Source: an optimization exercise on an open RTL-to-GDS flow (aim: small area, a short achievable clock period and few clock cycles per item). Production flows keep margins and buffers that such runs may drop. At most, simulation tests tie the RTL to the original design; equivalence was not proved. Power and IR drop assume default switching activity.

## ebpc_encoder
module ebpc_encoder
  (
   input logic               clk_i,
   input logic               rst_ni,
   input logic [DATA_W-1:0]  data_i,
   input logic               last_i,
   input logic               vld_i,
   output logic              rdy_o,
   output logic              idle_o,
   output logic [DATA_W-1:0] znz_data_o,
   output logic              znz_last_o,
   output logic              znz_vld_o,
   input logic               znz_rdy_i,
   output logic [DATA_W-1:0] bpc_data_o,
   output logic              bpc_last_o,
   output logic              bpc_vld_o,
   input logic               bpc_rdy_i,
   output logic              blk_done_o
   );
  logic              iv_q;
  logic [DATA_W-1:0] id_q;
  logic              il_q, inz_q;
  logic              take;
  logic              znz_room, nz_ok;
  logic [5:0]        znz_code;
  logic [3:0]        znz_len;
  logic              coder_free, xfer, xfer_tag;
  logic [0:BLOCK_SIZE-1][DATA_W-1:0] words;
  logic              bpc_room, code_vld, code_end;
  logic [7:0]        code;
  logic [3:0]        code_len;
  logic              xfer_open, res_nz, res_last;
  logic              full_d, coder_busy_d;
  logic              cv_q, ce_q, code_free;
  logic [7:0]        cd_q;
  logic [1:0]        cl_q;     
  logic [3:0]        cl_len;
  assign idle_o = 1'b0;
  ...
Size in the first run: ~260 flip-flops, roughly 37 I/O pins, about 13,000 µm² of cells after synthesis.
==> flow/config.mk <==
export PLATFORM = sky130hd
export DESIGN_NAME = ebpc_encoder
export DESIGN_NICKNAME = ebpc_encoder
export VERILOG_FILES = /design/flow/design.v
export SDC_FILE = /design/flow/constraint.sdc
export NUM_CORES = 4
export LEC_CHECK = 0
export CAP_MARGIN = 20
export CORE_MARGIN = 2
export CORE_UTILIZATION = 55
export CTS_CLUSTER_DIAMETER = 100
export CTS_CLUSTER_SIZE = 25
export PLACE_DENSITY = 0.7
export SLEW_MARGIN = 20
==> flow/constraint.sdc <==
create_clock -name core_clock -period 12.0 [get_ports {clk_i}]
set_input_delay 2.4000 -clock core_clock [delete_from_list [all_inputs] [get_ports {clk_i}]]
set_output_delay 2.4000 -clock core_clock [all_outputs]
set_load 0.01 [all_outputs]
standard.sh (not shown) runs the stock make flow with config.mk's settings and CLKGATE_MAP_FILE= SYNTH_SCRIPT=/design/flow/synth_recipe.tcl, a recipe that flattens the netlist after the stock synthesis.
==> flow/flow/run.sh <==
#!/bin/bash
# Standard layout, with repair_timing asked for extra setup slack against
# the design's own constraints (same SDC, same clock period).
cp standard.sh standard_copy.sh.txt 2>/dev/null
export SETUP_SLACK_MARGIN=8.45
bash standard.sh > standard_flow.log 2>&1
The first run finished with timing, DRC and antenna clean.
Edit:
==> flow/flow/run.sh (replaced) <==
#!/bin/bash
# Standard layout, with repair_timing asked for extra setup slack against
# the design's own constraints (same SDC, same clock period).
cp standard.sh standard_copy.sh.txt 2>/dev/null
export SETUP_SLACK_MARGIN=8.6
bash standard.sh > standard_flow.log 2>&1
What happened: Utilization rose by 0.25 points. Synthesized area is unchanged. Wire length rose by 2.1%. Final cell count rose by 0.31%. Via count rose by 1.7%. Combinational power rose by about 2%. Clock-buffer cell count fell by 1. Die area does not change.
No run of this note included a check of the RTL's function; only the layout flow was run.


ebpc_encoder, a different RTL version from the one above (not shown whole).
Size: ~1200 cells after synthesis, about 270 flip-flops.
==> flow/config.mk <==
export PLATFORM = sky130hd
export DESIGN_NAME = ebpc_encoder
export DESIGN_NICKNAME = ebpc_encoder
export VERILOG_FILES = /design/flow/design.v
export SDC_FILE = /design/flow/constraint.sdc
export NUM_CORES = 4
export LEC_CHECK = 0
export CAP_MARGIN = 20
export CORE_MARGIN = 2
export CORE_UTILIZATION = 55
export CTS_CLUSTER_DIAMETER = 100
export CTS_CLUSTER_SIZE = 25
export GPL_TIMING_DRIVEN = 0
export PLACE_DENSITY = 0.7
export SLEW_MARGIN = 20
==> flow/constraint.sdc <==
create_clock -name core_clock -period 12.0 [get_ports {clk_i}]
set_input_delay 2.4000 -clock core_clock [delete_from_list [all_inputs] [get_ports {clk_i}]]
set_output_delay 2.4000 -clock core_clock [all_outputs]
set_load 0.01 [all_outputs]
==> flow/flow/run.sh <==
#!/bin/bash
# Standard layout, with repair_timing asked for extra setup slack against
# the design's own constraints (same SDC, same clock period).
cp standard.sh standard_copy.sh.txt 2>/dev/null
export SETUP_SLACK_MARGIN=8.6
bash standard.sh > standard_flow.log 2>&1
The first run finished clean.
Testbench counts at the start, summed over its fixed seeds: cycles 28,903, words 28,155.
Rerun with:
- GPL_TIMING_DRIVEN: 0 -> default
=> Sequential cell count is unchanged. Routed wire length came out lower by a few percent. Non-clock buffer count came out lower by 61. Setup slack is worse by 0.0065 ns. Core utilization came out lower by 0.99 points. Cell count came out lower by a few percent.
Rerun with:
--- a/flow/flow/run.sh
+++ b/flow/flow/run.sh
@@ -4,3 +4,4 @@
 cp standard.sh standard_copy.sh.txt 2>/dev/null
 export SETUP_SLACK_MARGIN=8.6
+export CTS_ARGS="-sink_clustering_enable -repair_clock_nets -sink_clustering_size 25 -sink_clustering_max_diameter 100 -dont_use_dummy_load -distance_between_buffers 2000 -branching_point_buffers_distance 2000"
 bash standard.sh > standard_flow.log 2>&1
Wire length barely changes.
Global-route usage is about the same.
Hold slack is about the same.
Setup slack degrades by 0.0071 ns.
Non-clock buffer count climbs by 2.
Via count barely changes.
Final area drops by 0.38%.
Synthesized area stays the same.
Clock-buffer cell count drops by 8.
Rerun with:
==> flow/flow/run.sh (replaced) <==
#!/bin/bash
# Standard layout, with repair_timing asked for extra setup slack against
# the design's own constraints (same SDC, same clock period).
cp standard.sh standard_copy.sh.txt 2>/dev/null
export SETUP_SLACK_MARGIN=8.6
export CTS_ARGS="-sink_clustering_enable -repair_clock_nets -sink_clustering_size 25 -sink_clustering_max_diameter 100 -dont_use_dummy_load"
bash standard.sh > standard_flow.log 2>&1
- ABC_AREA: default -> 1
After rerunning: Total power grows by about 0.9%. Cell area shrinks by about 2%. Via count grows by 1.1%. Worst setup slack improved by 0.020 ns. Clock-buffer cell count does not change. Sequential power hardly moves. Synthesized area shrinks by about 2.2%. Final cell count grows by 6.8%. Clock skew shrinks by 0.0059 ns. Die area shrinks by about 2%.

==> re-timing with driven ports <==
The results above use ideal ports. As a check the final layouts listed here were re-extracted and re-timed, cells and wires unchanged. Step 1, drivers: a clkbuf_16 drives clk_i and a buf_2 each remaining input, both assumed. Step 2 moves the port delays by t, midway between the first and last clock arrival at a register: inputs arrive t later, outputs are due t later. That takes back most of the time a late clock gives input paths. a / b / c = no drivers / after step 1 / after step 2; a / b = the first two.
run	t, ns	slack for setup (ns)	clock arrival spread, ns	worst register clock-pin slew, ns
the first run of note 1	0.525	8.489 / 8.443 / 7.993	0.023 / 0.022	0.10 / 0.10
the second run of note 1	0.542	8.554 / 8.507 / 8.144	0.014 / 0.014	0.10 / 0.10
the first run of note 2	0.540	8.538 / 8.491 / 8.134	0.024 / 0.023	0.10 / 0.10
the second run of note 2	0.544	8.532 / 8.484 / 8.161	0.033 / 0.033	0.10 / 0.10
the third run of note 2	0.534	8.525 / 8.477 / 8.170	0.056 / 0.057	0.10 / 0.10
the fourth run of note 2	0.522	8.545 / 8.498 / 8.216	0.051 / 0.051	0.10 / 0.10
After both steps every run listed still meets setup and hold. For the first run of note 1, which loses most, drivers alone change the setup slack by -0.046 ns; drivers and shift together by -0.496 ns.
